What follows belongs to an exercise in optimizing a design on an open flow for small area, a short achievable clock period and few clock cycles; a production flow would make more cautious choices.
At most, simulation tests tie the RTL to the original design; equivalence was not proved.

Setup of run A:
## rsa_encrypt
module rsa_encrypt(input clk, reset_n, compute,
                   input [31:0] M, e, n,
                   output logic [31:0] C,
                   output logic encrypt_done);
clock: 5.0 ns
lec_check: 0
cap_margin: 20
core_margin: 2
core_utilization: 40
cts_buf_list: sky130_fd_sc_hd__clkbuf_8
place_density: 0.6
setup_slack_margin: 1.5
slew_margin: 20
standard.sh (not shown) runs the stock make flow with config.mk's settings and CLKGATE_MAP_FILE= SYNTH_SCRIPT=/design/flow/synth_recipe.tcl, a recipe that flattens the netlist after the stock synthesis.
==> flow/flow/run.sh <==
#!/bin/bash
# The standard layout, with the port buffers made from the smallest buffer
# cell instead of the delay cell buffer_ports picks by default.
set -euo pipefail
export BUFFER_PORTS_ARGS="-buffer_cell sky130_fd_sc_hd__buf_1"
bash standard.sh > standard_flow.log 2>&1
Testbench counts of run A, summed over its fixed seeds: cycles 5,140.
Modified inputs, run B compared to run A
- CORE_UTILIZATION now 50, was 40
- PLACE_DENSITY now 0.8, was 0.6
- Summary of run B over run A: worst setup slack moved down; area growth from synthesis to layout went down by 0.72 points.
Input-level comparison between run C and run B:
- SETUP_SLACK_MARGIN now 1.0, was 1.5
- CORE_UTILIZATION now 40, was 50
- PLACE_DENSITY now 0.6, was 0.8
Findings:
The via count normalized by instance count in run B is 1.08 times that in run C. Run C vs run B — post-layout instance area dropped by a few percent. Going from run B to run C, worst hold slack across all endpoints lost 0.013 ns; met3 usage lost 0.44 points. Routed metal-1 wirelength ended up about 10% higher on run C than on run B. Changes observed in run C relative to run B: final critical-path share of the clock period went up 4.8 points, wire length has remained practically unchanged, clock buffer and inverter area fraction after layout picked up an extra 0.36 points.
Changes in run D relative to run C:
- CTS_BUF_LIST no longer set, was sky130_fd_sc_hd__clkbuf_8
- SETUP_SLACK_MARGIN now 1.5, was 1.0
==> run summary <==
Going from run C to run D, cell area moved up, fraction of standard cell area in multi-input logic went down.
Between run C and run D, the fraction of cell area in non-clock buffers is higher for run D.
| achievable clock frequency | run D vs run C | about 6.4% higher |
Run D against run C; detailed-placement wirelength estimate is up slightly.


rsa_encrypt, a different RTL version from the one above (not shown whole).
Size in the first run: ~840 cells after synthesis, about 68 flip-flops, about 130 I/O pins.
## rsa_encrypt
module rsa_encrypt(input clk, reset_n, compute,
                   input [31:0] M, e, n,
                   output logic [31:0] C,
                   output logic encrypt_done);
==> flow/config.mk <==
export PLATFORM = sky130hd
export DESIGN_NAME = rsa_encrypt
export DESIGN_NICKNAME = rsa_encrypt
export VERILOG_FILES = /design/flow/design.v
export SDC_FILE = /design/flow/constraint.sdc
export NUM_CORES = 4
export LEC_CHECK = 0
export CAP_MARGIN = 20
export CORE_MARGIN = 2
export CORE_UTILIZATION = 40
export PLACE_DENSITY = 0.6
export SETUP_SLACK_MARGIN = 1.5
export SLEW_MARGIN = 20
==> flow/constraint.sdc <==
create_clock -name core_clock -period 5.0 [get_ports {clk}]
set_input_delay 1.0000 -clock core_clock [delete_from_list [all_inputs] [get_ports {clk}]]
set_output_delay 1.0000 -clock core_clock [all_outputs]
set_load 0.01 [all_outputs]
Scripts as last shown in full above: flow/flow/run.sh
The first run passed the timing, DRC and antenna checks.
Testbench counts at the start, summed over its fixed seeds: cycles 5,140.
Change:
--- a/flow/config.mk
+++ b/flow/config.mk
@@ -7,0 +8 @@
+export ABC_AREA = 1
Effect:
- worst setup slack got worse by 110 ps
- non-clock buffer count came out higher by 23
- final cell count came out higher by 19%
- routed wire length came out higher by 1.4%
- fmax came out lower by 3.0%
- register-to-register slack got worse by 110 ps


== job 5857 ==
rsa_encrypt, a different RTL version from the one above (not shown whole).
For scale: roughly 810 cells after synthesis, roughly 63 flip-flops, about 130 I/O pins, about 7200 sq um of cells after synthesis.
make LEC_CHECK=0 ABC_CLOCK_PERIOD_IN_PS=2000 CAP_MARGIN=20 CORE_MARGIN=2 CORE_UTILIZATION=40 PLACE_DENSITY=0.6 SETUP_SLACK_MARGIN=2.5 SLEW_MARGIN=20 finish   # period 5.0 ns
run.sh (not shown) runs the stock make flow with config.mk's settings and CLKGATE_MAP_FILE= SYNTH_SCRIPT=/design/flow/synth_recipe.tcl, a recipe that flattens the netlist after the stock synthesis.
Stock flow here: none of the scripts above is used.
Relative to job 5857, the following input files were edited for job 6105:
Settings: SETUP_SLACK_MARGIN no longer set, was 2.5; ABC_CLOCK_PERIOD_IN_PS no longer set, was 2000.
==> comparison <==
- Area growth from synthesis to final layout in job 6105 is 26 points below job 5857.
- In job 6105 the register-to-register slack turned out 0.93 ns lower than in job 5857.
- The worst-skew pair later-pin latency on job 6105 is in line with that on job 5857.
- Job 5857 -> job 6105: number of tapcells delta 0, exact match
## Diff of input files: job 9362 against job 6105
Settings: setting SETUP_SLACK_MARGIN to 1.5 for the first time; setting ABC_CLOCK_PERIOD_IN_PS to 3000 for the first time.
==> run summary <==
- Job 9362 ends up with lower final worst hold slack than job 6105 does.
- Job 9362 vs. job 6105: clock skew ~0 delta; length in cells of the worst reg-to-reg path +2.
- In the metrics for job 6105 and job 9362, the one carrying the lower wire length on met2 is job 6105.
- Compared to job 6105, the routing of job 9362 uses more wire.
- Sequential share of layout area ended up 2.6 points lower on job 9362 than on job 6105.
- Worst slew slack as a fraction of its limit: job 6105 and job 9362 compared, higher one is job 9362
- Summary of the comparison: depth of the critical timing path with buffers and inverters included is higher in job 9362, relative to job 6105.
- Job 9362 packs its core tighter than job 6105.
No run of this note included a check of the RTL's function; only the layout flow was run.

==> re-timing with driven ports <==
The results above use ideal ports. As a check the final layouts listed here were re-extracted and re-timed, cells and wires unchanged.
Step 1, drivers: a clkbuf_16 drives clk and a buf_2 each remaining input, both assumed.
Step 2 adds t to the input delays and takes it off the output delays; t is the mean of the earliest and latest rising clock arrival at the registers after step 1. Input paths then give back, and output paths get back, about the clock's delay inside the block.
a / b / c = no drivers / after step 1 / after step 2; a / b = the first two.
| run | t, ns | setup slack, ns | worst hold slack (ns) | worst register clock-pin slew, ns | worst slew at a driven data input, ns |
|---|---|---|---|---|---|
| run A | 0.347 | 1.466 / 1.475 / 1.128 | 0.446 / 0.440 / 0.551 | 0.11 / 0.11 | 0.06 |
| run B | 0.345 | 1.451 / 1.454 / 1.109 | 0.445 / 0.437 / 0.536 | 0.10 / 0.10 | 0.07 |
| run C | 0.361 | 1.211 / 1.218 / 0.857 | 0.431 / 0.423 / 0.524 | 0.11 / 0.11 | 0.07 |
| run D | 0.335 | 1.439 / 1.453 / 1.118 | 0.470 / 0.458 / 0.547 | 0.08 / 0.08 | 0.06 |
| the first run of note 2 | 0.391 | 1.600 / 1.600 / 1.600 | 0.418 / 0.401 / 0.540 | 0.06 / 0.06 | 0.03 |
| the second run of note 2 | 0.383 | 1.493 / 1.493 / 1.493 | 0.422 / 0.417 / 0.559 | 0.06 / 0.06 | 0.04 |
| job 5857 | 0.392 | 1.268 / 1.268 / 1.268 | 0.595 / 0.595 / 0.595 | 0.07 / 0.07 | 0.05 |
| job 6105 | 0.394 | 0.338 / 0.338 / 0.338 | 0.563 / 0.563 / 0.563 | 0.06 / 0.06 | 0.05 |
| job 9362 | 0.387 | 1.238 / 1.238 / 1.238 | 0.549 / 0.549 / 0.549 | 0.06 / 0.06 | 0.05 |
After both steps every run listed still meets setup and hold. The setup slack of run C, which loses most, moves by +0.007 ns with the drivers and by -0.354 ns with both steps.
